Source: an optimization exercise on an open RTL-to-GDS flow (aim: small area). Production flows keep margins and buffers that such runs may drop. RTL that was checked went through simulation tests only; none was proved equivalent to the original. No functional check of the RTL was part of runs 3 to 5.

==> design/flow/design.v <==
module viterbi(in0, in1, in2, in3, in4, in5, in6, in7, out, clk, reset, error);
    input [2:0] in0;
    input [2:0] in1;
    input [2:0] in2;
    input [2:0] in3;
    input [2:0] in4;
    input [2:0] in5;
    input [2:0] in6;
    input [2:0] in7;
    output [2:0] out;
    input clk;
    input reset;
    output error;
    wire sl0 = in0 > in4;
    wire sl1 = in1 > in5;
    wire sl2 = in2 > in6;
    wire sl3 = in3 > in7;
    reg [2:0] s0, s1, s2, s3;
    reg [3:0] sel;                   
    always @(posedge clk) begin
        if (!reset) begin
            s0 <= 3'd0; s1 <= 3'd0; s2 <= 3'd0; s3 <= 3'd0; sel <= 4'd0;
        end else begin
            s0 <= sl0 ? in4 : in0;
            s1 <= sl1 ? in5 : in1;
            s2 <= sl2 ? in6 : in2;
            s3 <= sl3 ? in7 : in3;
            sel <= {sl3, sl2, sl1, sl0};
        end
    end
    reg [3:0] m0, m1, m2, m3;
    wire [4:0] p0_0 = m0 + s0;
    wire [4:0] p2_0 = m2 + s2;
    wire [4:0] p0_1 = m0 + s2;
    wire [4:0] p2_1 = m2 + s0;
    wire [4:0] p1_2 = m1 + s1;
    wire [4:0] p3_2 = m3 + s3;
    wire [4:0] p1_3 = m1 + s3;
    wire [4:0] p3_3 = m3 + s1;
    assign error = p0_0[4] | p2_0[4] | p0_1[4] | p2_1[4] |
                   p1_2[4] | p3_2[4] | p1_3[4] | p3_3[4];
    wire a0 = p0_0 > p2_0;
    wire a1 = p0_1 > p2_1;
    wire a2 = p1_2 > p3_2;
    wire a3 = p1_3 > p3_3;
    wire [4:0] n0 = a0 ? p2_0 : p0_0;
    wire [4:0] n1 = a1 ? p2_1 : p0_1;
    wire [4:0] n2 = a2 ? p3_2 : p1_2;
    wire [4:0] n3 = a3 ? p3_3 : p1_3;
    wire b01 = n0 > n1;
    wire b23 = n2 > n3;
    wire [4:0] na = b01 ? n1 : n0;
    wire [4:0] nb = b23 ? n3 : n2;
    wire bab = na > nb;
    wire [4:0] mn = bab ? nb : na;
    wire [1:0] control = {bab, bab ? b23 : b01};
    wire [4:0] d0 = n0 - mn;
    wire [4:0] d1 = n1 - mn;
    wire [4:0] d2 = n2 - mn;
    wire [4:0] d3 = n3 - mn;
    always @(posedge clk) begin
        if (!reset) begin
            m0 <= 4'd0; m1 <= 4'd0; m2 <= 4'd0; m3 <= 4'd0;
        end else begin
            m0 <= d0[3:0]; m1 <= d1[3:0]; m2 <= d2[3:0]; m3 <= d3[3:0];
        end
    end
    reg [3:0] ah [0:11];
    reg [3:0] sh [0:11];
    integer i;
    always @(posedge clk) begin
        ah[0] <= {a3, a2, a1, a0};
        sh[0] <= sel;
        for (i = 1; i < 12; i = i + 1) begin
            ah[i] <= ah[i-1];
            sh[i] <= sh[i-1];
        end
    end
    reg [3:0] cnt;
    always @(posedge clk) begin
        if (!reset) cnt <= 4'd0;
        else if (cnt != 4'd12) cnt <= cnt + 4'd1;
    end
    wire valid = cnt == 4'd12;
    wire [1:0] idx [0:11];
    assign idx[0] = control;
    genvar g;
    generate
        for (g = 0; g < 11; g = g + 1) begin : tb
            assign idx[g+1] = {ah[g][idx[g]], idx[g][1]};
        end
    endgenerate
    wire [1:0] j = idx[11];
    wire [1:0] k = {ah[11][j] ^ j[0], j[1]};
    wire [2:0] pt = {sh[11][k], k};
    assign out = valid ? pt : 3'd0;
endmodule
==> design/flow/run.sh <==
#!/bin/bash
# synth_recipe.tcl (not shown) runs the flow's synth.tcl, then flattens the netlist and writes it again
# the make line also repeats each setting of config.mk as NAME=value (left out here)
make -C /OpenROAD-flow-scripts/flow DESIGN_CONFIG=/design/flow/config.mk WORK_HOME=/design/flow/orfs CLKGATE_MAP_FILE= SYNTH_SCRIPT=/design/flow/synth_recipe.tcl finish
==> design/flow/config.mk <==
export PLATFORM = sky130hd
export DESIGN_NAME = viterbi
export DESIGN_NICKNAME = viterbi
export VERILOG_FILES = /design/flow/design.v
export SDC_FILE = /design/flow/constraint.sdc
export NUM_CORES = 4
export LEC_CHECK = 0
export CAP_MARGIN = 20
export CORE_MARGIN = 2
export CORE_UTILIZATION = 40
export SLEW_MARGIN = 20
==> design/flow/constraint.sdc <==
create_clock -name core_clock -period 12.0 [get_ports {clk}]
set_input_delay 2.4000 -clock core_clock [delete_from_list [all_inputs] [get_ports {clk}]]
set_output_delay 2.4000 -clock core_clock [all_outputs]
set_load 0.01 [all_outputs]
==> results.cfg, run 1 <==
[run_status]
status = complete, no violations

[placement]
port_buffers = 29
hpwl_um = 9915
place.gp.congestion = 0.8651
post-place-ws_ns = 0.06279

[synth]
synth_top_cell_area_share_pct = 41.11
synth_top_flop_cell = dfxtp_1
syn_avg_cell_area_um2 = 10.20
ys_seq_area_share_pct = 41.11
yosysWarnings = 3
synth_area_um2 = 6429
netlist_instances = 630
syn_nets = 754
synth_edf_count = 0
synthTopCellsByArea = dfxtp_1, ha_1, mux2i_1, inv_1, fa_1
ys_ff_latch = 132
async_flop_share_pct = 0
synth_cell_types = 52
yosys.area.top_type = dfxtp_1

[route]
num_vias = 4514
drt-wirelength-per-cell_um = 14.23
wirelength_um = 13040
avgViaCountPerCell = 4.928
firstDrtPassIters = 4
drc = 0
ant_nets = 0
drt_first_iter_violations = 118

[worst_setup_path]
worstSetupPathDepth = 36
critPathSlowestCell = fa_1
end_kind = output port
crit_fanout = 9
r2r_slack_ns = 5.35
crit_required_ns = 9.60
r2r_start = s3[0]
start_kind = flop
critPathKind = reg -> out
worst_ep_arrival_time_ns = 9.13
path_buf_inv = 3
reg2regPathDepth = 30
r2r-end = m0[3]
crit_family = compound AO/OA/AOI/OAI gates
slowest_delay_ns = 0.56
crit_path_frequent_cell = ha_1

[clock_tree]
clkTransAtPathRegs_ns = 0.06
cts_htree_levels = 4
cts_root_buffer = clkbuf_16
cts_hold_buffers = 0
cts_sinks = 132
cts_inserted_buffers = 17
cts_tree = yes
insertion_delay_ns = 0.42
cts_buffer_depth = 2

[floorplan]
fp.dieArea_um2 = 17100
die_x_um = 130.8
num_rows = 46
die_h_um = 130.8
start_util_pct = 40.76
ios = 30
core_um2 = 15770

[sta]
period_needed_ns = 11.53
finalCritPeriodShare_pct = 96.09
hold_viol = 0
tns_ns = 0
drv_slew = 0
fmax_mhz = 86.72
hold_ws_ns = 0.3236
layout_setup_ws_ns = 0.4691
worst_pin_slew_ns = 0.7232
clock_skew_ns = 0.004662
finalSetupViolCount = 0
relSlewSlack_pct = 51.28

[global_routing]
grt_max_degree = 32
grt_pass1_vias = 4802
antenna_found_initial = 0
track_usage_pct = 16.89
grt_first_pass_wirelength_um = 22160
grt_overflow = 0

[min_path]
min_path_cells = 0
hp-class = reg -> reg
min_from = sel[0]
min_to = sh[0][0]

[final_layout]
nNetsFinal = 811
syn2layout_area_growth_pct = 23.22
drive_above_1_share_pct = 13.29
mostFrequentLayoutCells = dfxtp_1, ha_1, inv_1, nor2_1, a21oi_1
diodes = 0
n_fill_cell = 1419
final_common_cell = dfxtp_1
final_core_util_pct = 50.23

[run]
drv_cap = 0
==> synth_stat cells (2+ instances only) <==
| master | n |
|---|---|
| o21ai_1 | 2 |
| or2_2 | 2 |
| nand4b_1 | 3 |
| nand4_1 | 3 |
| xnor2_1 | 19 |
| nor2_1 | 47 |
| a31oi_1 | 12 |
| nand3_1 | 10 |
| nor4_2 | 2 |
| a21o_1 | 25 |
| and4_1 | 5 |
| xor2_1 | 10 |
| nand2b_1 | 5 |
| nor2b_1 | 8 |
| and4b_1 | 2 |
| ha_1 | 86 |
| a21oi_1 | 40 |
| fa_1 | 12 |
| o22ai_1 | 2 |
| and3_1 | 3 |
| and2_1 | 5 |
| clkbuf_1 | 4 |
| a221o_1 | 2 |
| o21a_1 | 7 |
| o21ai_0 | 20 |
| dfxtp_1 | 132 |
| mux2_2 | 4 |
| nand2_1 | 30 |
| mux2i_1 | 39 |
| inv_1 | 66 |
| a211oi_1 | 2 |
==> how the worst max path moves through the flow <==
stage	startpoint	end
detailed placement	s1[0]	out[2]
CTS	s3[0]	out[2]
floorplan	s3[0]	out[2]
global route	m2[1]	out[1]
finish	s3[0]	out[1]
global placement	s1[0]	out[2]
==> sequential cells by signal, summed over array words and instances, names as in the netlist <==
| register | flops |
|---|---|
| s0 | 3 |
| m0 | 4 |
| m2 | 4 |
| sh | 48 |
| s3 | 3 |
| m3 | 4 |
| cnt | 4 |
| s1 | 3 |
| sel | 4 |
| s2 | 3 |
| ah | 48 |
| m1 | 4 |
==> per-stage QoR <==
stage	instances	area [µm²]
2_1_floorplan	630	6429
3_3_place_gp	875	7004
3_5_place_dp	875	7004
4_1_cts	910	7709
5_1_grt	916	7921
6_report	916	7921
==> repair_timing <==
item,in CTS,in global routing
gates resized for setup,12,35
buffers inserted,3,4
cloned,0,1
pin swaps,0,3
setup endpoints to repair,3,3
==> layer usage <==
metal,track usage (%),wire length (µm)
met1,19.78,5927
met2,29.20,6455
met5,0,0
met3,4.723,380
met4,6.946,273
==> cells by family (layout without fill, tap and decap cells) <==
family,count (synthesis),in the layout,synth area share (%)
fa+ha+maj,98,98,20.47
compound gates,121,122,12.05
simple gates,134,134,10.76
buf+inv,70,139,4.087
xor+xnor,29,29,3.951
mux,46,46,7.571
flops,132,132,41.11
==> area by class of cell <==
type | count | area [µm²] | share of cell area [%]
clock inverter | 14 | 187.7 | 2.369
timing repair buffer | 41 | 402.9 | 5.086
inverter | 66 | 247.7 | 3.127
sequential | 132 | 2645 | 33.39
multi-input combinational | 429 | 3729 | 47.07
clock buffer | 18 | 439.2 | 5.544
tap | 216 | 270.3 | 3.412
==> run 2: changes to the inputs <==
==> design/flow/flow/run.sh (new file) <==
#!/bin/bash
# Own layout flow: the standard layout (standard.sh), with one change in
# synthesis: ABC maps the logic with an area-oriented script (flow/area.abc)
# instead of ORFS's delay-oriented one, and without ORFS's Kogge-Stone adder
# map and full/half-adder extraction.  Everything else, flip-flops and their
# names included, is the standard synthesis and layout.
set -euo pipefail
W=$(pwd)
ORIG=$(grep -o 'SYNTH_SCRIPT=[^ ]*' standard.sh | head -1 | cut -d= -f2- | tr -d "'\"")
sed "s#SYNTH_SCRIPT=[^ ]*#SYNTH_SCRIPT=$W/flow/synth_wrap.tcl#" standard.sh > my_standard.sh
export ORIG_SYNTH_SCRIPT="$ORIG"
export MY_ABC_SCRIPT="$W/flow/area.abc"
export ADDER_MAP_FILE=
export SYNTH_OPERATIONS_ARGS=-noshare
bash my_standard.sh synth > synth.log 2>&1
bash my_standard.sh > layout.log 2>&1
==> design/flow/flow/area.abc (new file) <==
strash
dch -f
amap
topo
==> design/flow/flow/synth_wrap.tcl (new file) <==
# Runs the standard flow's synthesis script unchanged, except that the abc call uses
# MY_ABC_SCRIPT (area-oriented) in place of its -script, without -D.
proc abc {args} {
  set out {}
  set skip 0
  foreach a $args {
    if { $skip } { set skip 0; continue }
    if { $a eq "-script" || $a eq "-D" } { set skip 1; continue }
    lappend out $a
  }
  yosys abc -script $::env(MY_ABC_SCRIPT) {*}$out
}
source $::env(ORIG_SYNTH_SCRIPT)
==> design/flow/standard.sh (new file) <==
#!/bin/bash
# synth_recipe.tcl (not shown) runs the flow's synth.tcl, then flattens the netlist and writes it again
# the make line also repeats each setting of config.mk as NAME=value (left out here)
make -C /OpenROAD-flow-scripts/flow DESIGN_CONFIG=/design/flow/config.mk WORK_HOME=/design/flow/orfs CLKGATE_MAP_FILE= SYNTH_SCRIPT=/design/flow/synth_recipe.tcl "${@:-finish}"
removed: design/flow/run.sh
==> results.cfg, run 2 <==
[clock_tree]
cts_inserted_buffers = 17
clkTransAtPathRegs_ns = 0.06
insertion_delay_ns = 0.42
cts_sinks = 132
cts_buffer_depth = 2
cts_tree = yes
cts_root_buffer = clkbuf_16
cts_htree_levels = 4

[route]
firstDrtPassIters = 5
avgViaCountPerCell = 5.217
drt-wirelength-per-cell_um = 14.10
num_vias = 4497
drc = 0
ant_nets = 0
wirelength_um = 12150
drt_first_iter_violations = 268

[synth]
ys_seq_area_share_pct = 52.83
synth_top_cell_area_share_pct = 52.83
synth_cell_types = 26
async_flop_share_pct = 0
synthTopCellsByCount = dfxtp_1, clkinv_1, nor2_1
yosysMostFrequentCell = dfxtp_1
yosysWarnings = 3
synth_area_um2 = 5002
synthTopCellsByArea = dfxtp_1, o22ai_1, clkinv_1, o21ai_0, nor2_1
synth_top_flop_cell = dfxtp_1
syn_nets = 624
synth_edf_count = 0
ys_ff_latch = 132
netlist_instances = 598
yosys.area.top_type = dfxtp_1
syn_avg_cell_area_um2 = 8.365

[global_routing]
grt_first_pass_wirelength_um = 19060
grt_overflow = 0
grt_pass1_vias = 4256
antenna_found_initial = 0
track_usage_pct = 18.53
grt_max_degree = 26

[floorplan]
die_h_um = 115.8
ios = 30
core_um2 = 12110
die_x_um = 115.8
start_util_pct = 41.30
fp.dieArea_um2 = 13420
num_rows = 40

[worst_setup_path]
critPathKind = reg -> out
crit_path_frequent_cell = buf_4
start_kind = flop
crit_family = compound AO/OA/AOI/OAI gates
crit_fanout = 7
end_kind = output port
slowest_delay_ns = 0.39
path_buf_inv = 17
worst_ep_arrival_time_ns = 9.12
crit_required_ns = 9.60
critPathSlowestCell = dfxtp_1

[min_path]
hp-class = reg -> reg

[sta]
worst_pin_slew_ns = 0.8472
clock_skew_ns = 0.005534
finalSetupViolCount = 0
period_needed_ns = 11.52
hold_viol = 0
layout_setup_ws_ns = 0.4841
drv_slew = 0
finalCritPeriodShare_pct = 95.97
fmax_mhz = 86.84
relSlewSlack_pct = 42.93

[run]
drv_cap = 0

[final_layout]
mostFrequentLayoutCells = dfxtp_1, clkinv_1, nor2_1, o21ai_0, o22ai_1
drive_above_1_share_pct = 23.34
diodes = 0
final_common_cell = dfxtp_1
top_regs = ah (48), sh (48)
finalInstanceArea_um2 = 6810
nNetsFinal = 707
syn2layout_area_growth_pct = 36.14

[placement]
post-place-ws_ns = -0.5404
place.gp.congestion = 0.9141
port_buffers = 29
place_area_um2 = 5720
hpwl_um = 8391

[run_status]
status = complete, no violations
[run 2: changes by cell type in the layout (fill, tap and decap cells not counted), moves of 23 or more]
cell	previous run	this run
clkinv_1	0	69
o22ai_1	1	43
buf_4	11	34
a21o_1	25	0
o21ai_0	15	47
ha_1	86	0
inv_1	66	0
mux2i_1	27	0
[run 2: what timing repair did]
action / CTS / global route
hold buffers: 0 / 0
setup buffers: 0 / 13
endpoints found under the setup margin: 3 / 3
gates resized for setup: 27 / 93
pin swaps: 1 / 15
[run 2: path summary, 6_finish.rpt]
path                 start  depth (start not counted)  slack (ns)       end
setup / recovery     s0[1]                         52        0.48    out[2]
hold / removal    sh[1][1]                          0        0.32  sh[2][1]
setup reg to reg     s0[1]                         32        5.45     m1[3]
hold reg to reg   sh[1][1]                          0        0.32  sh[2][1]
[run 2: per-stage QoR]
| stage | TNS [ns] | cells | hold slack [ns] | utilization, % |
|---|---|---|---|---|
| after floorplan | 0 | 598 | 0.3096 | - |
| after detailed placement | -0.8868 | 817 | 0.3121 | 47.23 |
| after CTS | 0 | 849 | 0.3217 | 53.10 |
| final | 0 | 862 | 0.3212 | 56.23 |
| after global routing | -0.1082 | 862 | 0.3261 | 56.23 |
| after global placement | 0 | 817 | 0.3102 | 47.23 |
[run 2: logic make-up (layout without fill, tap and decap cells)]
group	after synthesis	count (layout)	synth area share, %
compound gates	221	221	27.51
buf+inv	98	194	7.354
flops	132	132	52.83
simple gates	147	147	12.31
[run 2: metal layers]
metal	part of all wire (%)	global-route usage (%)
met1	43	21.45
met2	50	30.80
met3	4.7	6.172
met4	2.5	9.206
met5	0	0
[run 2: final cells by class]
cell class                 instances  area, µm²
tap                              168      210.2
multi-input combinational        368       2415
clock buffer                      17      425.4
fill                            1071       5301
sequential                       132       2645
inverter                          98      402.9
timing repair buffer              64      554.3
clock inverter                    15      157.7
==> run 3: changes to the inputs <==
==> design/flow/design.v (replaced) <==
module viterbi(in0, in1, in2, in3, in4, in5, in6, in7, out, clk, reset, error);
    input [2:0] in0;
    input [2:0] in1;
    input [2:0] in2;
    input [2:0] in3;
    input [2:0] in4;
    input [2:0] in5;
    input [2:0] in6;
    input [2:0] in7;
    output [2:0] out;
    input clk;
    input reset;
    output error;
    wire sl0 = in0 > in4;
    wire sl1 = in1 > in5;
    wire sl2 = in2 > in6;
    wire sl3 = in3 > in7;
    reg [2:0] s0, s1, s2, s3;
    reg [3:0] sel;                   
    always @(posedge clk) begin
        if (!reset) begin
            s0 <= 3'd0; s1 <= 3'd0; s2 <= 3'd0; s3 <= 3'd0; sel <= 4'd0;
        end else begin
            s0 <= sl0 ? in4 : in0;
            s1 <= sl1 ? in5 : in1;
            s2 <= sl2 ? in6 : in2;
            s3 <= sl3 ? in7 : in3;
            sel <= {sl3, sl2, sl1, sl0};
        end
    end
    reg [3:0] m0, m1, m2, m3;
    wire smA = m0 > m2, ssA = s0 > s2;
    wire smB = m1 > m3, ssB = s1 > s3;
    wire [3:0] mlA = smA ? m2 : m0, mhA = smA ? m0 : m2;
    wire [3:0] mlB = smB ? m3 : m1, mhB = smB ? m1 : m3;
    wire [2:0] slA = ssA ? s2 : s0, shA = ssA ? s0 : s2;
    wire [2:0] slB = ssB ? s3 : s1, shB = ssB ? s1 : s3;
    wire [3:0] dA = mhA - mlA, dB = mhB - mlB;
    wire [2:0] eA = shA - slA, eB = shB - slB;
    wire [4:0] baseA = mlA + slA, baseB = mlB + slB;     
    wire [4:0] topA = mhA + shA, topB = mhB + shB;       
    assign error = topA[4] | topB[4];
    wire dgtA = dA > eA, dltA = dA < eA;
    wire dgtB = dB > eB, dltB = dB < eB;
    wire [3:0] dlA = dgtA ? eA : dA, dlB = dgtB ? eB : dB;    
    wire a0 = smA ? (ssA | dgtA) : (ssA & dltA);
    wire a1 = smA ? (~ssA | dgtA) : (~ssA & dltA);
    wire a2 = smB ? (ssB | dgtB) : (ssB & dltB);
    wire a3 = smB ? (~ssB | dgtB) : (~ssB & dltB);
    wire b01 = (smA & (s0 < s2)) | (ssA & (m0 < m2));       
    wire b23 = (smB & (s1 < s3)) | (ssB & (m1 < m3));       
    wire bab = baseA > baseB;
    wire [1:0] control = {bab, bab ? b23 : b01};
    wire [4:0] hi = bab ? baseA : baseB, lo = bab ? baseB : baseA;
    wire [4:0] o = hi - lo;
    wire [3:0] oA = bab ? o[3:0] : 4'd0, oB = bab ? 4'd0 : o[3:0];
    wire [3:0] hA = oA + dlA, hB = oB + dlB;
    wire alA = smA == ssA, alB = smB == ssB;                   
    always @(posedge clk) begin
        if (!reset) begin
            m0 <= 4'd0; m1 <= 4'd0; m2 <= 4'd0; m3 <= 4'd0;
        end else begin
            m0 <= alA ? oA : hA;
            m1 <= alA ? hA : oA;
            m2 <= alB ? oB : hB;
            m3 <= alB ? hB : oB;
        end
    end
    reg [3:0] ah [0:11];
    reg [3:0] sh [0:11];
    integer i;
    always @(posedge clk) begin
        ah[0] <= {a3, a2, a1, a0};
        sh[0] <= sel;
        for (i = 1; i < 12; i = i + 1) begin
            ah[i] <= ah[i-1];
            sh[i] <= sh[i-1];
        end
    end
    reg [3:0] cnt;
    always @(posedge clk) begin
        if (!reset) cnt <= 4'd0;
        else if (cnt != 4'd12) cnt <= cnt + 4'd1;
    end
    wire valid = cnt == 4'd12;
    wire [12:0] h;
    assign h[0] = control[0];
    assign h[1] = control[1];
    genvar g;
    generate
        for (g = 0; g < 11; g = g + 1) begin : trace
            wire t1 = h[g] ? ah[g][3] : ah[g][2];
            wire t0 = h[g] ? ah[g][1] : ah[g][0];
            assign h[g+2] = h[g+1] ? t1 : t0;
        end
    endgenerate
    wire x = h[12] ? (h[11] ? ~ah[11][3] : ah[11][2]) : (h[11] ? ~ah[11][1] : ah[11][0]);
    wire sb = x ? (h[12] ? sh[11][3] : sh[11][2]) : (h[12] ? sh[11][1] : sh[11][0]);
    assign out = valid ? {sb, x, h[12]} : 3'd0;
endmodule
==> results.cfg, run 3 <==
[run_status]
status = complete, no violations

[synth]
synth_top_cell_area_share_pct = 54.10
syn_nets = 607
synth_top_flop_cell = dfxtp_1
synth_cell_types = 24
ys_ff_latch = 132
ys_seq_area_share_pct = 54.10
yosys.area.top_type = dfxtp_1
synth_area_um2 = 4885
netlist_instances = 581
synth_edf_count = 0
syn_avg_cell_area_um2 = 8.407
async_flop_share_pct = 0
synthTopCellsByArea = dfxtp_1, o22ai_1, nor2_1, clkinv_1, a22oi_1
yosysMostFrequentCell = dfxtp_1
synthTopCellsByCount = dfxtp_1, nor2_1, clkinv_1
yosysWarnings = 3

[worst_setup_path]
crit_path_frequent_cell = clkinv_1
slowest_delay_ns = 0.48
crit_fanout = 8
start_kind = flop
crit_required_ns = 9.60
end_kind = output port
critPathSlowestCell = clkdlybuf4s50_1
critPathKind = reg -> out
worst_ep_arrival_time_ns = 8.78

[sta]
hold_ws_ns = 0.3234
clock_skew_ns = 0.008480
finalCritPeriodShare_pct = 93.18
layout_setup_ws_ns = 0.8183
relSlewSlack_pct = 39.93
period_needed_ns = 11.18
hold_viol = 0
drv_slew = 0
worst_pin_slew_ns = 0.8955
fmax_mhz = 89.43
finalSetupViolCount = 0

[final_layout]
syn2layout_area_growth_pct = 27.61
diodes = 0
final_common_cell = dfxtp_1
nNetsFinal = 667
register_area_um2 = 2643
finalInstanceArea_um2 = 6233
multiInputGateArea_um2 = 2150
mostFrequentLayoutCells = dfxtp_1, nor2_1, clkinv_1, nand2_1, o22ai_1
top_regs = ah (48), sh (48)
n_fill_cell = 1100
drive_above_1_share_pct = 10.40

[global_routing]
grt_max_degree = 32
grt_pass1_vias = 3812
grt_first_pass_wirelength_um = 17030
antenna_found_initial = 0
track_usage_pct = 16.89
grt_overflow = 0

[min_path]
hp-class = reg -> reg

[clock_tree]
cts_sinks = 132
cts_buffer_depth = 2
cts_inserted_buffers = 17
insertion_delay_ns = 0.42
cts_tree = yes
clkTransAtPathRegs_ns = 0.06
cts_root_buffer = clkbuf_16
cts_htree_levels = 4

[route]
drc = 0
firstDrtPassIters = 5
avgViaCountPerCell = 5.194
num_vias = 4160
drt_first_iter_violations = 316
drt-wirelength-per-cell_um = 13.26
wirelength_um = 10630
ant_nets = 0

[placement]
hpwl_um = 7653
place_area_um2 = 5419
post-place-ws_ns = -0.7177
port_buffers = 29
place.gp.congestion = 0.8460

[floorplan]
ios = 30
core_um2 = 11960
fp.dieArea_um2 = 13110
die_x_um = 114.5
die_h_um = 114.5
start_util_pct = 40.84
num_rows = 40

[run]
drv_cap = 0
run 3: cell types whose count changed after synthesis, moves of 5 or more:
cell	previous run	this run
a222oi_1	5	0
a22oi_1	24	29
clkinv_1	98	79
nand2_1	42	50
nor2_1	73	95
o21a_1	7	12
o21ai_0	61	43
o22ai_1	71	62
run 3: final timing paths:
kind	end	cells past startpoint	startpoint	slack (ns)
hold / removal	sh[7][1]	0	sh[6][1]	0.32
setup reg to reg	m2[3]	31	s1[2]	6.46
setup / recovery	out[2]	44	s1[2]	0.82
hold reg to reg	sh[7][1]	0	sh[6][1]	0.32
run 3: kinds of logic after synthesis:
| group | synth area share (%) |
|---|---|
| buf+inv | 6.071 |
| compound gates | 24.95 |
| simple gates | 14.88 |
| flops | 54.10 |
run 3: layout make-up:
class	instances	area share, %
Timing Repair Buffer	41	6.102
Inverter	79	4.797
Tap cell	147	2.951
Sequential cell	132	42.39
Clock buffer	20	7.166
Multi-Input combinational cell	370	34.48
Clock inverter	12	2.108
run 3: metal layers:
layer / up-vias / track usage, % / share of wire (%)
met1: 1851 / 20.68 / 46
met5: - / 0 / 0
met4: 0 / 9.593 / 3.1
met3: 24 / 4.764 / 4.6
li1: 2178 / - / -
met2: 107 / 26.63 / 47
run 3: repair_timing:
item	4_1_cts	5_1_grt
setup endpoints to repair	3	3
endpoints found under the hold margin	0	0
buffers inserted	0	4
resized for setup	13	31
hold buffers	0	0
pin swaps	0	2
run 3: stage by stage:
| stage | setup TNS (ns) | utilization (%) | instances |
|---|---|---|---|
| final | 0 | 52.11 | 801 |
| after global placement | 0 | 45.30 | 765 |
| after floorplan | 0 | - | 581 |
| after CTS | 0 | 50.77 | 797 |
| after global routing | -0.1004 | 52.11 | 801 |
| after detailed placement | -1.593 | 45.30 | 765 |
run 3: worst max-delay path: cells and delay by family, from the launching register on:
kind / cells / cell delay (ns)
buffers and inverters: 15 / 2.38
AO/OA/AOI/OAI: 22 / 4.79
flip-flops: 1 / 0.38
AND/OR/NAND/NOR: 7 / 0.80
==> run 4: changes to the inputs <==
==> design/flow/flow/run.sh (replaced) <==
#!/bin/bash
# Own layout flow: the standard layout (standard.sh) with these changes:
#  * synthesis: ABC maps the logic with an area-oriented script (flow/area.abc)
#    instead of ORFS's delay-oriented one, without ORFS's Kogge-Stone adder
#    map and full/half-adder extraction.  Flip-flops, their names and cells
#    are the standard synthesis's.
#  * port buffers are the smallest buffer, sky130_fd_sc_hd__buf_1 (every port
#    is still buffered);
#  * CTS uses small clock buffers and no dummy loads.
# Each tool's output goes to a log file in this folder.
set -euo pipefail
W=$(pwd)
ORIG=$(grep -o 'SYNTH_SCRIPT=[^ ]*' standard.sh | head -1 | cut -d= -f2- | tr -d "'\"")
sed "s#SYNTH_SCRIPT=[^ ]*#SYNTH_SCRIPT=$W/flow/synth_wrap.tcl#" standard.sh > my_standard.sh
export ORIG_SYNTH_SCRIPT="$ORIG"
export MY_ABC_SCRIPT="$W/flow/area.abc"
export ADDER_MAP_FILE=
export SYNTH_OPERATIONS_ARGS=-noshare
export BUFFER_PORTS_ARGS="-buffer_cell sky130_fd_sc_hd__buf_1"
export CTS_ARGS="-sink_clustering_enable -repair_clock_nets -dont_use_dummy_load -buf_list sky130_fd_sc_hd__clkbuf_2 sky130_fd_sc_hd__clkbuf_4"
bash my_standard.sh synth > synth.log 2>&1
bash my_standard.sh > layout.log 2>&1
==> results.cfg, run 4 <==
[run_status]
status = aborted with a tool error
stop_stage = clock tree synthesis
firstError = [ERROR STA-0564] clock_tree_synthesis positional arguments not supported.

[synth]
syn_nets = 607
synthTopCellsByArea = dfxtp_1, o22ai_1, nor2_1, clkinv_1, a22oi_1
synth_area_um2 = 4885
yosys.area.top_type = dfxtp_1
yosysMostFrequentCell = dfxtp_1
synth_top_cell_area_share_pct = 54.10
netlist_instances = 581
synth_top_flop_cell = dfxtp_1
ys_seq_area_share_pct = 54.10
yosysWarnings = 3
ys_ff_latch = 132
async_flop_share_pct = 0
syn_avg_cell_area_um2 = 8.407
synthTopCellsByCount = dfxtp_1, nor2_1, clkinv_1
synth_edf_count = 0
synth_cell_types = 24

[placement]
port_buffers = 29
post-place-ws_ns = -0.3715
placed_cells_incl_taps = 764
hpwl_um = 7651
place.gp.congestion = 0.8879

[floorplan]
num_rows = 40
start_util_pct = 40.84
ios = 30
die_x_um = 114.5
die_h_um = 114.5
==> run 4: cell counts after synthesis <==
Identical to the previous run, type by type.
==> run 4: cells by family after synthesis <==
| group | Yosys count | share of synthesized area, % |
|---|---|---|
| flops | 132 | 54.10 |
| buf+inv | 79 | 6.071 |
| compound gates | 195 | 24.95 |
| simple gates | 175 | 14.88 |
==> run 4: how the worst min path moves through the flow <==
| stage | start | to | slack, ns | cells past startpoint |
|---|---|---|---|---|
| floorplan | sel[0] | sh[0][0] | 0.31 | 0 |
| detailed placement | sel[2] | sh[0][2] | 0.31 | 0 |
| global placement | sh[2][1] | sh[3][1] | 0.31 | 0 |
==> run 4: metrics by stage <==
step,area [µm²],util [%],hold WS [ns]
floorplan,4885,-,0.3096
global placement,5230,43.72,0.3100
detailed placement,5230,43.72,0.3121
==> run 5: changes to the inputs <==
--- a/design/flow/flow/run.sh
+++ b/design/flow/flow/run.sh
@@ -18,5 +18,5 @@
 export SYNTH_OPERATIONS_ARGS=-noshare
 export BUFFER_PORTS_ARGS="-buffer_cell sky130_fd_sc_hd__buf_1"
-export CTS_ARGS="-sink_clustering_enable -repair_clock_nets -dont_use_dummy_load -buf_list sky130_fd_sc_hd__clkbuf_2 sky130_fd_sc_hd__clkbuf_4"
+export CTS_ARGS="-sink_clustering_enable -repair_clock_nets -dont_use_dummy_load -buf_list sky130_fd_sc_hd__clkbuf_4"
 bash my_standard.sh synth > synth.log 2>&1
 bash my_standard.sh > layout.log 2>&1
==> results.cfg, run 5 <==
[final_layout]
diodes = 0
mostFrequentLayoutCells = dfxtp_1, nor2_1, clkinv_1, nand2_1, o22ai_1
drive_above_1_share_pct = 9.063
final_common_cell = dfxtp_1
nNetsFinal = 668
finalInstanceArea_um2 = 5622
top_regs = ah (48), sh (48)
syn2layout_area_growth_pct = 15.09
instances_no_fill = 787

[min_path]
min_to = sh[5][2]
min_path_cells = 0
hp-class = reg -> reg
min_from = sh[4][2]

[clock_tree]
insertion_delay_ns = 0.53
cts_tree = yes
cts_inserted_buffers = 17
cts_buffer_depth = 2
cts_htree_levels = 4
clkTransAtPathRegs_ns = 0.12
cts_root_buffer = clkbuf_4
cts_sinks = 132

[worst_setup_path]
critPathSlowestCell = dfxtp_1
crit_required_ns = 9.60
r2r_start = m2[1]
crit_fanout = 9
end_kind = output port
worst_ep_arrival_time_ns = 8.65
critPathKind = reg -> out
start_kind = flop
r2r-end = m0[3]
reg2regPathDepth = 32
slowest_delay_ns = 0.39
r2r_slack_ns = 6.41

[floorplan]
die_x_um = 114.5
ios = 30
num_rows = 40
die_h_um = 114.5
fp.dieArea_um2 = 13110
start_util_pct = 40.84
core_um2 = 11960

[synth]
netlist_instances = 581
yosysMostFrequentCell = dfxtp_1
syn_avg_cell_area_um2 = 8.407
synth_top_cell_area_share_pct = 54.10
ys_ff_latch = 132
synth_top_flop_cell = dfxtp_1
async_flop_share_pct = 0
yosysWarnings = 3
synth_area_um2 = 4885
synthTopCellsByCount = dfxtp_1, nor2_1, clkinv_1
ys_seq_area_share_pct = 54.10
yosys.area.top_type = dfxtp_1
synthTopCellsByArea = dfxtp_1, o22ai_1, nor2_1, clkinv_1, a22oi_1
syn_nets = 607
synth_cell_types = 24
synth_edf_count = 0

[global_routing]
grt_max_degree = 32
grt_overflow = 0
track_usage_pct = 16.90
grt_pass1_vias = 3896
grt_first_pass_wirelength_um = 17150
antenna_found_initial = 0

[sta]
relSlewSlack_pct = 40.37
fmax_mhz = 90.47
clock_skew_ns = 0.03668
finalSetupViolCount = 0
hold_viol = 0
finalCritPeriodShare_pct = 92.11
worst_pin_slew_ns = 0.8890
drv_slew = 0
period_needed_ns = 11.05

[placement]
hpwl_um = 7651
place.gp.congestion = 0.8879
port_buffers = 29
place_area_um2 = 5230
placed_cells_incl_taps = 764

[route]
drt_first_iter_violations = 324
ant_nets = 0
firstDrtPassIters = 4
drt-wirelength-per-cell_um = 13.25
avgViaCountPerCell = 5.307
wirelength_um = 10430
num_vias = 4177
drc = 0

[run_status]
status = complete, no violations

[run]
drv_cap = 0
==> run 5: worst max-delay path by stage <==
stage | slack [ns] | depth (start not counted) | end | start
final | 0.95 | 46 | out[2] | m2[1]
after global routing | -0.03 | 46 | out[2] | m2[1]
after CTS | 0.003 | 46 | out[2] | m2[1]
after detailed placement | -0.37 | 44 | out[2] | m0[2]
after global placement | 0.33 | 44 | out[2] | m0[2]
after floorplan | 0.51 | 43 | out[2] | m0[2]
==> run 5: kinds of logic (layout without fill, tap and decap cells) <==
logic type	count (synthesis)	count (layout)	share of synthesized area (%)
buffers and inverters	79	138	6.071
flip-flops	132	132	54.10
AND/OR/NAND/NOR	175	175	14.88
AO/OA/AOI/OAI	195	195	24.95
==> run 5: layer usage <==
| layer | track usage (%) | up-vias | routed length [µm] | part of all wire [%] |
|---|---|---|---|---|
| li1 | - | 2160 | - | - |
| met1 | 19.55 | 1904 | 4644 | 45 |
| met4 | 8.293 | 0 | 171 | 1.6 |
| met3 | 5.611 | 18 | 526 | 5.0 |
| met2 | 28.05 | 95 | 5084 | 49 |
| met5 | 0 | - | 0 | 0 |
==> run 5: timing repair <==
action,CTS,global route
resized for setup,11,34
hold buffers,0,0
cloned,0,0
setup buffers,0,6
pin swaps,0,2
setup endpoints to repair,3,3
==> run 5: final cells by class <==
cell class	instances	area [µm²]
Fill cell	1139	6340
Sequential cell	132	2643
Multi-Input combinational cell	370	2163
Inverter	79	297.8
Timing Repair Buffer	42	206.4
Tap cell	147	183.9
Clock buffer	17	127.6
==> run 5: worst max-delay path: cells and delay by family, from the launching register on <==
kind | cells | cell delay, ns
AND/OR/NAND/NOR | 6 | 0.69
flip-flops | 1 | 0.39
buffers and inverters | 17 | 2.32
AO/OA/AOI/OAI | 23 | 4.72
==> run 5: per-stage QoR <==
| step | TNS, ns | worst slack (ns) | hold WS, ns | utilization (%) |
|---|---|---|---|---|
| after global placement | 0 | 0.3336 | 0.3100 | 43.72 |
| after detailed placement | -0.5716 | -0.3715 | 0.3121 | 43.72 |
| after floorplan | 0 | 0.5061 | 0.3096 | - |
| after CTS | 0 | 0.003345 | 0.2835 | 45.31 |
| final | 0 | 0.9465 | 0.2850 | 47.00 |
| after global routing | -0.03454 | -0.03454 | 0.2845 | 47.00 |
==> run 6: changes to the inputs <==
--- a/design/flow/design.v
+++ b/design/flow/design.v
@@ -16,17 +16,8 @@
     wire sl2 = in2 > in6;
     wire sl3 = in3 > in7;
-    reg [2:0] s0, s1, s2, s3;
-    reg [3:0] sel;                   
-    always @(posedge clk) begin
-        if (!reset) begin
-            s0 <= 3'd0; s1 <= 3'd0; s2 <= 3'd0; s3 <= 3'd0; sel <= 4'd0;
-        end else begin
-            s0 <= sl0 ? in4 : in0;
-            s1 <= sl1 ? in5 : in1;
-            s2 <= sl2 ? in6 : in2;
-            s3 <= sl3 ? in7 : in3;
-            sel <= {sl3, sl2, sl1, sl0};
-        end
-    end
+    wire [2:0] s0 = sl0 ? in4 : in0;
+    wire [2:0] s1 = sl1 ? in5 : in1;
+    wire [2:0] s2 = sl2 ? in6 : in2;
+    wire [2:0] s3 = sl3 ? in7 : in3;
     reg [3:0] m0, m1, m2, m3;
     wire smA = m0 > m2, ssA = s0 > s2;
@@ -40,5 +31,5 @@
     wire [4:0] baseA = mlA + slA, baseB = mlB + slB;     
     wire [4:0] topA = mhA + shA, topB = mhB + shB;       
-    assign error = topA[4] | topB[4];
+    wire err_n = topA[4] | topB[4];
     wire dgtA = dA > eA, dltA = dA < eA;
     wire dgtB = dB > eB, dltB = dB < eB;
@@ -51,5 +42,5 @@
     wire b23 = (smB & (s1 < s3)) | (ssB & (m1 < m3));       
     wire bab = baseA > baseB;
-    wire [1:0] control = {bab, bab ? b23 : b01};
+    wire [1:0] ctl_n = {bab, bab ? b23 : b01};
     wire [4:0] hi = bab ? baseA : baseB, lo = bab ? baseB : baseA;
     wire [4:0] o = hi - lo;
@@ -57,7 +48,12 @@
     wire [3:0] hA = oA + dlA, hB = oB + dlB;
     wire alA = smA == ssA, alB = smB == ssB;                   
+    reg [1:0] control;    
+    reg err;
+    reg [3:0] acs;        
+    reg [3:0] sel;        
     always @(posedge clk) begin
         if (!reset) begin
             m0 <= 4'd0; m1 <= 4'd0; m2 <= 4'd0; m3 <= 4'd0;
+            control <= 2'd0; err <= 1'b0; acs <= 4'd0; sel <= 4'd0;
         end else begin
             m0 <= alA ? oA : hA;
@@ -65,11 +61,16 @@
             m2 <= alB ? oB : hB;
             m3 <= alB ? hB : oB;
+            control <= ctl_n;
+            err <= err_n;
+            acs <= {a3, a2, a1, a0};
+            sel <= {sl3, sl2, sl1, sl0};
         end
     end
+    assign error = err;
     reg [3:0] ah [0:11];
     reg [3:0] sh [0:11];
     integer i;
     always @(posedge clk) begin
-        ah[0] <= {a3, a2, a1, a0};
+        ah[0] <= acs;
         sh[0] <= sel;
         for (i = 1; i < 12; i = i + 1) begin
--- a/design/flow/flow/run.sh
+++ b/design/flow/flow/run.sh
@@ -18,5 +18,5 @@
 export SYNTH_OPERATIONS_ARGS=-noshare
 export BUFFER_PORTS_ARGS="-buffer_cell sky130_fd_sc_hd__buf_1"
-export CTS_ARGS="-sink_clustering_enable -repair_clock_nets -dont_use_dummy_load -buf_list sky130_fd_sc_hd__clkbuf_4"
+export CTS_ARGS="-sink_clustering_enable -repair_clock_nets -dont_use_dummy_load -buf_list {sky130_fd_sc_hd__clkbuf_4 sky130_fd_sc_hd__clkbuf_8}"
 bash my_standard.sh synth > synth.log 2>&1
 bash my_standard.sh > layout.log 2>&1
--- a/design/flow/config.mk
+++ b/design/flow/config.mk
@@ -8,4 +8,4 @@
 export CAP_MARGIN = 20
 export CORE_MARGIN = 2
-export CORE_UTILIZATION = 40
+export CORE_UTILIZATION = 65
 export SLEW_MARGIN = 20
==> results.cfg, run 6 <==
[run_status]
status = complete, no violations

[min_path]
min_path_cells = 0
hp-class = reg -> reg

[sta]
finalSetupViolCount = 0
drv_slew = 0
fmax_mhz = 101.6
hold_viol = 0
finalCritPeriodShare_pct = 81.99
tns_ns = 0
layout_setup_ws_ns = 2.161
period_needed_ns = 9.839
rsz0062_at_grt = no
worst_pin_slew_ns = 1.092
clock_skew_ns = 0.02798
relSlewSlack_pct = 26.60

[clock_tree]
insertion_delay_ns = 0.41
cts_sinks = 127
cts_inserted_buffers = 17
cts_resized = 0
cts_hold_buffers = 0
cts_root_buffer = clkbuf_8
cts_setup_buffers = 0
cts_buffer_depth = 2
clkTransAtPathRegs_ns = 0.07
cts_tree = yes
cts_htree_levels = 4

[final_layout]
diodes = 0
nNetsFinal = 635
syn2layout_area_growth_pct = 9.870
top_regs = ah (48), sh (48)
n_fill_cell = 577
mostFrequentLayoutCells = dfxtp_1, nor2_1, clkinv_1, o22ai_1, nand2_1
drive_above_1_share_pct = 2.801
instances_no_fill = 706
final_common_cell = dfxtp_1

[global_routing]
track_usage_pct = 26.46
grt_overflow = 0
grt_max_degree = 27
grt_first_pass_wirelength_um = 16140
antenna_found_initial = 0
grt_pass1_vias = 3773

[worst_setup_path]
reg2regPathDepth = 32
end_kind = flop
worst_ep_arrival_time_ns = 10.14
critPathSlowestCell = a21oi_1
slowest_delay_ns = 0.53
crit_path_frequent_cell = o21ai_0
start_kind = input pin
critPathKind = in -> reg
crit_fanout = 9
crit_required_ns = 12.30

[floorplan]
start_util_pct = 66.25
die_h_um = 89.29
core_um2 = 7137
fp.dieArea_um2 = 7973
ios = 30
die_x_um = 89.29
num_rows = 31

[run]
drv_cap = 0

[route]
ant_nets = 0
drc = 0
num_vias = 4038
avgViaCountPerCell = 5.720
drt-wirelength-per-cell_um = 13.99
firstDrtPassIters = 6
drt_first_iter_violations = 166
wirelength_um = 9878

[synth]
synth_top_cell_area_share_pct = 53.77
synth_area_um2 = 4728
ys_seq_area_share_pct = 53.77
yosysWarnings = 3
syn_nets = 587
netlist_instances = 561
yosys.area.top_type = dfxtp_1
synth_cell_types = 31
ys_ff_latch = 127
synth_edf_count = 0
syn_avg_cell_area_um2 = 8.428
synthTopCellsByArea = dfxtp_1, o22ai_1, nor2_1, clkinv_1, o21ai_0
async_flop_share_pct = 0
synth_top_flop_cell = dfxtp_1
yosysMostFrequentCell = dfxtp_1
synthTopCellsByCount = dfxtp_1, nor2_1, clkinv_1

[placement]
post-place-ws_ns = 1.930
place.gp.congestion = 0.9591
hpwl_um = 7413
port_buffers = 29
placed_cells_incl_taps = 689
-- run 6: cell count changes after synthesis, moves of 5 or more --
| cell | delta |
|---|---|
| o32ai_1 | +5 |
| nand2_1 | -5 |
| nor3_1 | -6 |
| a22oi_1 | -7 |
| a21oi_1 | +5 |
| dfxtp_1 | -5 |
-- run 6: metrics by stage --
| step | hold slack, ns | util, % | instance area [µm²] |
|---|---|---|---|
| global placement | 0.3102 | 69.51 | 4961 |
| detailed placement | 0.3121 | 69.51 | 4961 |
| global route | 0.3048 | 72.79 | 5195 |
| CTS | 0.3050 | 72.79 | 5195 |
| finish | 0.3050 | 72.79 | 5195 |
| floorplan | 0.3096 | - | 4728 |
-- run 6: kinds of logic (layout without fill, tap and decap cells) --
| logic type | count (synthesis) | after routing | synth area share, % |
|---|---|---|---|
| and+or+nand+nor | 158 | 158 | 13.60 |
| buffers and inverters | 75 | 121 | 5.954 |
| AOI/OAI and AO/OA | 201 | 201 | 26.67 |
| DFF | 127 | 127 | 53.77 |
-- run 6: layout make-up --
class                           instances  area (µm²)  area share, %
Inverter                               75       281.5          5.419
Tap cell                               99       123.9          2.384
Multi-Input combinational cell        359        1904          36.66
Sequential cell                       127        2542          48.94
Timing Repair Buffer                   29       108.9          2.095
Clock buffer                           17       234.0          4.504
-- run 6: per-layer routing --
layer  routed length, µm  part of all wire [%]  up-vias  track usage (%)
li1                    -                     -     2090                -
met1                4253                    43     1821            30.99
met2                4964                    50      100            46.67
met3                 422                   4.3       27            6.279
met4                 238                   2.4        0            10.45
met5                   0                     0        -                0
-- run 6: final timing paths --
path | start | end | slack (ns)
worst max register to register | m2[3] | m2[3] | 4.48
worst min register to register | sh[3][1] | sh[4][1] | 0.31
worst max-delay path | in3[0] | m2[3] | 2.16
worst min-delay path | sh[3][1] | sh[4][1] | 0.31
-- run 6: worst max-delay path, delay by kind of cell --
kind	cells	cell delay, ns
AO/OA/AOI/OAI	20	4.83
buffers and inverters	8	1.47
AND/OR/NAND/NOR	11	1.43
==> run 7: changes to the inputs <==
--- a/design/flow/flow/run.sh
+++ b/design/flow/flow/run.sh
@@ -18,5 +18,5 @@
 export SYNTH_OPERATIONS_ARGS=-noshare
 export BUFFER_PORTS_ARGS="-buffer_cell sky130_fd_sc_hd__buf_1"
-export CTS_ARGS="-sink_clustering_enable -repair_clock_nets -dont_use_dummy_load -buf_list {sky130_fd_sc_hd__clkbuf_4 sky130_fd_sc_hd__clkbuf_8}"
+export CTS_ARGS="-sink_clustering_enable -repair_clock_nets -dont_use_dummy_load -sink_clustering_size 16 -sink_clustering_max_diameter 200 -buf_list sky130_fd_sc_hd__clkbuf_4"
 bash my_standard.sh synth > synth.log 2>&1
 bash my_standard.sh > layout.log 2>&1
--- a/design/flow/config.mk
+++ b/design/flow/config.mk
@@ -8,4 +8,4 @@
 export CAP_MARGIN = 20
 export CORE_MARGIN = 2
-export CORE_UTILIZATION = 65
+export CORE_UTILIZATION = 40
 export SLEW_MARGIN = 20
==> results.cfg, run 7 <==
[synth]
synthTopCellsByCount = dfxtp_1, nor2_1, clkinv_1
netlist_instances = 561
ys_seq_area_share_pct = 53.77
synth_edf_count = 0
yosys.area.top_type = dfxtp_1
yosysMostFrequentCell = dfxtp_1
synth_top_flop_cell = dfxtp_1
syn_nets = 587
yosysWarnings = 3
synth_top_cell_area_share_pct = 53.77
synth_area_um2 = 4728
synth_cell_types = 31
async_flop_share_pct = 0
syn_avg_cell_area_um2 = 8.428
ys_ff_latch = 127
synthTopCellsByArea = dfxtp_1, o22ai_1, nor2_1, clkinv_1, o21ai_0

[worst_setup_path]
r2r_start = m1[1]
worst_ep_arrival_time_ns = 10.33
crit_fanout = 9
end_kind = flop
crit_required_ns = 12.36
setup.worst_path.start = in3[0]
start_kind = input pin
r2r_slack_ns = 4.79
slowest_delay_ns = 0.58
reg2regPathDepth = 34
setup.worst_path.end = m0[3]
critPathKind = in -> reg
critPathSlowestCell = a31oi_1
r2r-end = m0[3]
crit_path_frequent_cell = o21ai_0

[clock_tree]
clkTransAtPathRegs_ns = 0.12
cts_tree = yes
cts_inserted_buffers = 17
cts_resized = 0
cts_sinks = 127
cts_hold_buffers = 0
insertion_delay_ns = 0.48
cts_root_buffer = clkbuf_4
cts_buffer_depth = 2
cts_htree_levels = 4
cts_setup_buffers = 0

[global_routing]
grt_overflow = 0
antenna_found_initial = 0
track_usage_pct = 15.18
grt_first_pass_wirelength_um = 15730
grt_max_degree = 27
grt_pass1_vias = 3573

[route]
met3_length_um = 401
drt-wirelength-per-cell_um = 12.52
drt_first_iter_violations = 310
met2_length_um = 4415
ant_nets = 0
top_layer_used = met4
wirelength_um = 9404
firstDrtPassIters = 5
route.layer.met1.wl_um = 4405
drc = 0
num_vias = 4007
avgViaCountPerCell = 5.336

[floorplan]
fp.dieArea_um2 = 12710
ios = 30
start_util_pct = 41.23
core_um2 = 11470
num_rows = 39
die_h_um = 112.7
die_x_um = 112.7

[sta]
fmax_mhz = 100.3
rsz0062_at_grt = no
worst_pin_slew_ns = 0.8263
hold_viol = 0
finalCritPeriodShare_pct = 83.10
relSlewSlack_pct = 44.57
tns_ns = 0
drv_slew = 0
period_needed_ns = 9.971
clock_skew_ns = 0.04035
finalSetupViolCount = 0

[final_layout]
final_common_cell = dfxtp_1
drive_above_1_share_pct = 2.961
diodes = 0
mostFrequentLayoutCells = dfxtp_1, nor2_1, clkinv_1, o22ai_1, nand2_1
top_regs = ah (48), sh (48)
syn2layout_area_growth_pct = 8.944
nNetsFinal = 636
instances_no_fill = 751

[placement]
hpwl_um = 7090
port_buffers = 29
place.gp.congestion = 0.8812
placed_cells_incl_taps = 734

[run]
drv_cap = 0

[run_status]
status = complete, no violations

[min_path]
hp-class = reg -> reg
run 7: cell counts after synthesis:
Identical to the previous run, type by type.
run 7: worst max-delay path: cells and delay by family:
family / cells / cell delay, ns
compound gates: 20 / 4.93
buf+inv: 8 / 1.63
simple gates: 11 / 1.37
run 7: final cells by class:
class / count / area (µm²)
fillers: 1133 / 6316
inverters: 75 / 281.5
well taps: 143 / 178.9
repair buffers: 30 / 116.4
clock buffers: 17 / 127.6
multi-input cells: 359 / 1904
flip-flops and latches: 127 / 2542
run 7: how the worst min path moves through the flow:
stage,from,slack (ns),endpoint,depth (start not counted)
5_1_grt,ah[5][1],0.30,ah[6][1],0
3_5_place_dp,sh[2][2],0.31,sh[3][2],0
3_3_place_gp,sel[2],0.31,sh[0][2],0
2_1_floorplan,acs[0],0.31,ah[0][0],0
6_report,ah[5][1],0.30,ah[6][1],0
4_1_cts,ah[5][1],0.31,ah[6][1],0
run 7: cells by family after synthesis:
| logic type | count (synthesis) | synth area share (%) |
|---|---|---|
| compound gates | 201 | 26.67 |
| flops | 127 | 53.77 |
| simple gates | 158 | 13.60 |
| buf+inv | 75 | 5.954 |
run 7: routing by layer:
layer,vias up,global-route usage (%)
li1,2092,-
met1,1808,19.07
met2,89,24.91
met3,18,4.499
met4,0,5.447
met5,-,0
run 7: stage by stage:
step / area [µm²] / worst slack [ns] / util (%) / hold slack [ns]
floorplan: 4728 / 3.429 / - / 0.3096
global placement: 5024 / 2.192 / 43.81 / 0.3103
detailed placement: 5024 / 1.857 / 43.81 / 0.3121
CTS: 5151 / 2.295 / 44.92 / 0.3074
global route: 5151 / 1.225 / 44.92 / 0.3045
finish: 5151 / 2.029 / 44.92 / 0.3005
==> run 8: changes to the inputs <==
--- a/design/flow/flow/run.sh
+++ b/design/flow/flow/run.sh
@@ -18,5 +18,5 @@
 export SYNTH_OPERATIONS_ARGS=-noshare
 export BUFFER_PORTS_ARGS="-buffer_cell sky130_fd_sc_hd__buf_1"
-export CTS_ARGS="-sink_clustering_enable -repair_clock_nets -dont_use_dummy_load -sink_clustering_size 16 -sink_clustering_max_diameter 200 -buf_list sky130_fd_sc_hd__clkbuf_4"
+export CTS_ARGS="-sink_clustering_enable -repair_clock_nets -dont_use_dummy_load -sink_clustering_size 32 -sink_clustering_max_diameter 300 -buf_list sky130_fd_sc_hd__clkbuf_8"
 bash my_standard.sh synth > synth.log 2>&1
 bash my_standard.sh > layout.log 2>&1
==> results.cfg, run 8 <==
[global_routing]
grt_overflow = 0
grt_pass1_vias = 3594
antenna_found_initial = 0
track_usage_pct = 15.22
grt_first_pass_wirelength_um = 15770
grt_max_degree = 27

[synth]
yosysWarnings = 3
synth_area_um2 = 4728
synth_top_cell_area_share_pct = 53.77
synthTopCellsByCount = dfxtp_1, nor2_1, clkinv_1
synth_top_flop_cell = dfxtp_1
synthTopCellsByArea = dfxtp_1, o22ai_1, nor2_1, clkinv_1, o21ai_0
ys_seq_area_share_pct = 53.77
async_flop_share_pct = 0
synth_cell_types = 31
yosysMostFrequentCell = dfxtp_1
synth_edf_count = 0
ys_ff_latch = 127
syn_avg_cell_area_um2 = 8.428
syn_nets = 587
yosys.area.top_type = dfxtp_1
netlist_instances = 561

[worst_setup_path]
end_kind = flop
crit_family = compound AO/OA/AOI/OAI gates
crit_path_frequent_cell = o21ai_0
setup.worst_path.start = in3[0]
slowest_delay_ns = 0.59
critPathSlowestCell = a31oi_1
start_kind = input pin
crit_fanout = 9
critPathKind = in -> reg
r2r-end = m0[3]
worstSetupPathDepth = 39
path_buf_inv = 8
r2r_slack_ns = 4.74
reg2regPathDepth = 34
worst_ep_arrival_time_ns = 10.34
crit_required_ns = 12.31
r2r_start = m1[1]

[min_path]
min_path_cells = 0
min_from = sh[10][3]
hp-class = reg -> reg
min_to = sh[11][3]

[sta]
fmax_mhz = 99.64
hold_viol = 0
drv_slew = 0
finalCritPeriodShare_pct = 83.64
period_needed_ns = 10.04
tns_ns = 0
clock_skew_ns = 0.02475
relSlewSlack_pct = 45.38
rsz0062_at_grt = no
worst_pin_slew_ns = 0.8143
finalSetupViolCount = 0

[clock_tree]
cts_hold_buffers = 0
cts_tree = yes
cts_buffer_depth = 2
insertion_delay_ns = 0.42
cts_resized = 0
clkTransAtPathRegs_ns = 0.08
cts_sinks = 127
cts_htree_levels = 4
cts_setup_buffers = 0
cts_inserted_buffers = 17
cts_root_buffer = clkbuf_8

[floorplan]
core_um2 = 11470
die_x_um = 112.7
start_util_pct = 41.23
fp.dieArea_um2 = 12710
num_rows = 39
ios = 30
die_h_um = 112.7

[placement]
place.gp.congestion = 0.8812
placed_cells_incl_taps = 734
port_buffers = 29
hpwl_um = 7090

[final_layout]
diodes = 0
instances_no_fill = 751
final_common_cell = dfxtp_1
top_regs = ah (48), sh (48)
drive_above_1_share_pct = 2.961
mostFrequentLayoutCells = dfxtp_1, nor2_1, clkinv_1, o22ai_1, nand2_1
syn2layout_area_growth_pct = 11.19
nNetsFinal = 636

[route]
num_vias = 4030
wirelength_um = 9479
ant_nets = 0
drt-wirelength-per-cell_um = 12.62
drc = 0
drt_first_iter_violations = 272
met3_length_um = 409
firstDrtPassIters = 5
route.layer.met1.wl_um = 4444
met2_length_um = 4450
top_layer_used = met4
avgViaCountPerCell = 5.366

[run_status]
status = complete, no violations

[run]
drv_cap = 0
[run 8: cell count changes in the layout (fill, tap and decap cells not counted)]
cell and change:
clkbuf_8 +17, clkbuf_4 -17
[run 8: routing by layer]
metal	vias to the layer above	GRT usage (%)
li1	2091	-
met1	1837	19.06
met2	87	24.79
met3	15	3.910
met4	0	6.829
met5	-	0
[run 8: kinds of logic after synthesis]
logic type	after synthesis	share of synthesized area, %
flops	127	53.77
buf+inv	75	5.954
simple gates	158	13.60
compound gates	201	26.67
[run 8: cell type report]
cell class | instances | area (µm²)
clock buffer | 17 | 234.0
multi-input combinational | 359 | 1904
inverter | 75 | 281.5
timing repair buffer | 30 | 116.4
sequential | 127 | 2542
fill | 1106 | 6210
tap | 143 | 178.9
[run 8: worst max path at each step]
stage / to / slack (ns)
CTS: m0[3] / 2.22
global route: m2[3] / 1.12
floorplan: m0[3] / 3.43
detailed placement: m2[3] / 1.86
global placement: m2[3] / 2.19
finish: m0[3] / 1.96
[run 8: stage by stage]
stage	hold WS, ns	setup slack (ns)	cell area [µm²]	utilization, %
3_3_place_gp	0.3103	2.192	5024	43.81
3_5_place_dp	0.3121	1.857	5024	43.81
4_1_cts	0.3149	2.225	5258	45.85
2_1_floorplan	0.3096	3.429	4728	-
6_report	0.3105	1.964	5258	45.85
5_1_grt	0.3167	1.120	5258	45.85
[run 8: worst reg2reg max path, delay by kind of cell, from the launching register on]
family,cells,cell delay (ns)
AOI/OAI and AO/OA,19,4.38
buffers and inverters,3,0.95
DFF,1,0.34
and+or+nand+nor,12,1.51
==> run 9: changes to the inputs <==
--- a/design/flow/flow/run.sh
+++ b/design/flow/flow/run.sh
@@ -18,5 +18,5 @@
 export SYNTH_OPERATIONS_ARGS=-noshare
 export BUFFER_PORTS_ARGS="-buffer_cell sky130_fd_sc_hd__buf_1"
-export CTS_ARGS="-sink_clustering_enable -repair_clock_nets -dont_use_dummy_load -sink_clustering_size 32 -sink_clustering_max_diameter 300 -buf_list sky130_fd_sc_hd__clkbuf_8"
+export CTS_ARGS="-sink_clustering_enable -repair_clock_nets -dont_use_dummy_load -buf_list sky130_fd_sc_hd__clkbuf_4"
 bash my_standard.sh synth > synth.log 2>&1
 bash my_standard.sh > layout.log 2>&1
--- a/design/flow/config.mk
+++ b/design/flow/config.mk
@@ -8,4 +8,4 @@
 export CAP_MARGIN = 20
 export CORE_MARGIN = 2
-export CORE_UTILIZATION = 40
+export CORE_UTILIZATION = 70
 export SLEW_MARGIN = 20
==> results.cfg, run 9 <==
[route]
ant_nets = 0
avgViaCountPerCell = 6.115
drt_first_iter_violations = 244
drt-wirelength-per-cell_um = 15.41
drc = 0
route.layer.met1.wl_um = 4181
wirelength_um = 10550
top_layer_used = met4
met3_length_um = 636
met2_length_um = 5293
num_vias = 4189
firstDrtPassIters = 5

[synth]
synth_cell_types = 31
netlist_instances = 561
synth_edf_count = 0
syn_avg_cell_area_um2 = 8.428
synth_top_flop_cell = dfxtp_1
async_flop_share_pct = 0
yosys.area.top_type = dfxtp_1
yosysMostFrequentCell = dfxtp_1
ys_ff_latch = 127
synth_area_um2 = 4728
ys_seq_area_share_pct = 53.77
yosysWarnings = 3
synthTopCellsByArea = dfxtp_1, o22ai_1, nor2_1, clkinv_1, o21ai_0
syn_nets = 587
synthTopCellsByCount = dfxtp_1, nor2_1, clkinv_1
synth_top_cell_area_share_pct = 53.77

[final_layout]
drive_above_1_share_pct = 2.961
final_core_util_pct = 78.48
nNetsFinal = 636
finalInstanceArea_um2 = 5069
diodes = 0
final_common_cell = dfxtp_1
mostFrequentLayoutCells = dfxtp_1, nor2_1, clkinv_1, o22ai_1, nand2_1
n_fill_cell = 443
syn2layout_area_growth_pct = 7.198
instances_no_fill = 685
top_regs = ah (48), sh (48)

[clock_tree]
cts_hold_buffers = 0
cts_resized = 0
insertion_delay_ns = 0.51
cts_tree = yes
clkTransAtPathRegs_ns = 0.10
cts_buffer_depth = 2
cts_setup_buffers = 0
cts_sinks = 127
cts_inserted_buffers = 17
cts_htree_levels = 4
cts_root_buffer = clkbuf_4

[sta]
hold_viol = 0
tns_ns = 0
drv_slew = 0
hold_ws_ns = 0.3007
layout_setup_ws_ns = 1.843
clock_skew_ns = 0.03700
rsz0062_at_grt = no
finalSetupViolCount = 0
relSlewSlack_pct = 46.33
fmax_mhz = 98.45
finalCritPeriodShare_pct = 84.64
worst_pin_slew_ns = 0.7982
period_needed_ns = 10.16

[worst_setup_path]
worst_ep_arrival_time_ns = 7.76
r2r_slack_ns = 4.74
reg2regPathDepth = 36
start_kind = flop
setup.worst_path.end = out[2]
critPathKind = reg -> out
crit_fanout = 6
r2r_start = m1[1]
crit_required_ns = 9.60
r2r-end = m0[3]
setup.worst_path.start = control[1]
end_kind = output port

[placement]
place_area_um2 = 4941
place.gp.congestion = 0.9200
placed_cells_incl_taps = 668
hpwl_um = 8040
post-place-ws_ns = 1.934
port_buffers = 29

[global_routing]
track_usage_pct = 30.76
grt_first_pass_wirelength_um = 17840
grt_max_degree = 27
antenna_found_initial = 0
grt_pass1_vias = 4117
grt_overflow = 0

[floorplan]
num_rows = 29
ios = 30
die_h_um = 86.19
start_util_pct = 73.21
fp.dieArea_um2 = 7428
core_um2 = 6459
die_x_um = 86.19

[min_path]
hp-class = reg -> reg

[run_status]
status = complete, no violations

[run]
drv_cap = 0
run 9: layout make-up:
type | count | area [µm²] | share of cell area [%]
flip-flops and latches | 127 | 2542 | 50.16
multi-input cells | 359 | 1904 | 37.57
inverters | 75 | 281.5 | 5.554
clock buffers | 17 | 127.6 | 2.518
repair buffers | 30 | 116.4 | 2.296
well taps | 77 | 96.34 | 1.901
run 9: logic make-up after synthesis:
group	synth area share (%)
AND/OR/NAND/NOR	13.60
flip-flops	53.77
buffers and inverters	5.954
AO/OA/AOI/OAI	26.67
run 9: worst min path at each step:
stage / slack, ns / to / from / depth (start not counted)
6_report: 0.30 / sh[7][1] / sh[6][1] / 0
5_1_grt: 0.30 / sh[8][0] / sh[7][0] / 0
4_1_cts: 0.30 / sh[7][1] / sh[6][1] / 0
3_5_place_dp: 0.31 / sh[5][0] / sh[4][0] / 0
3_3_place_gp: 0.31 / sh[0][3] / sel[3] / 0
2_1_floorplan: 0.31 / ah[0][0] / acs[0] / 0
run 9: metal layers:
metal | up-vias | GRT usage, %
li1 | 2085 | -
met1 | 1897 | 34.03
met2 | 160 | 53.63
met3 | 47 | 8.857
met4 | 0 | 16.05
met5 | - | 0
run 9: critical path, stage by stage, from the launching register on:
cell,delay (ns)
dfxtp_1,0.40
clkinv_1,0.14
o22ai_1,0.33
clkinv_1,0.19
o22ai_1,0.37
clkinv_1,0.21
o22ai_1,0.35
clkinv_1,0.19
o22ai_1,0.35
clkinv_1,0.18
o22ai_1,0.35
clkinv_1,0.20
o22ai_1,0.35
clkinv_1,0.21
o22ai_1,0.36
clkinv_1,0.21
o22ai_1,0.35
clkinv_1,0.20
o22ai_1,0.31
clkinv_1,0.19
o22ai_1,0.39
clkinv_1,0.12
o22ai_1,0.35
clkinv_1,0.24
o22a_1,0.27
a311oi_1,0.27
buf_1,0.18

## afterwards: timing with drivers on the ports
The results above use ideal ports. As a check the final layouts listed here were re-extracted and re-timed, cells and wires unchanged.
Step 1 assumes that a clkbuf_16 drives the clock port and a buf_2 every other input.
Step 2 also shifts input and output timing later by t, the mid clock arrival at the registers, as if the neighbouring blocks saw the same clock.
Three values: no drivers, after step 1, after step 2; two values: the first two.
run	t, ns	setup slack, ns	hold WS [ns]	worst setup path after step 2	clock arrival spread, ns
run 1	0.458	0.469 / 0.427 / 0.885	0.324 / 0.324 / 0.324	register to output	0.005 / 0.005
run 2	0.453	0.484 / 0.446 / 0.899	0.321 / 0.321 / 0.321	register to output	0.006 / 0.006
run 3	0.453	0.818 / 0.780 / 1.233	0.323 / 0.323 / 0.323	register to output	0.010 / 0.010
run 5	0.551	0.946 / 0.910 / 1.462	0.285 / 0.285 / 0.285	register to output	0.037 / 0.037
run 6	0.430	2.161 / 2.170 / 1.740	0.305 / 0.305 / 0.305	input to register	0.037 / 0.037
run 7	0.491	2.029 / 2.038 / 1.547	0.301 / 0.301 / 0.301	input to register	0.043 / 0.042
run 8	0.436	1.964 / 1.975 / 1.539	0.310 / 0.310 / 0.310	input to register	0.032 / 0.032
run 9	0.520	1.843 / 1.816 / 1.678	0.301 / 0.301 / 0.301	input to register	0.044 / 0.043
After both steps setup and hold are still met in every run listed. For run 7, which loses most, drivers alone change the setup slack by +0.009 ns; drivers and shift together by -0.482 ns.
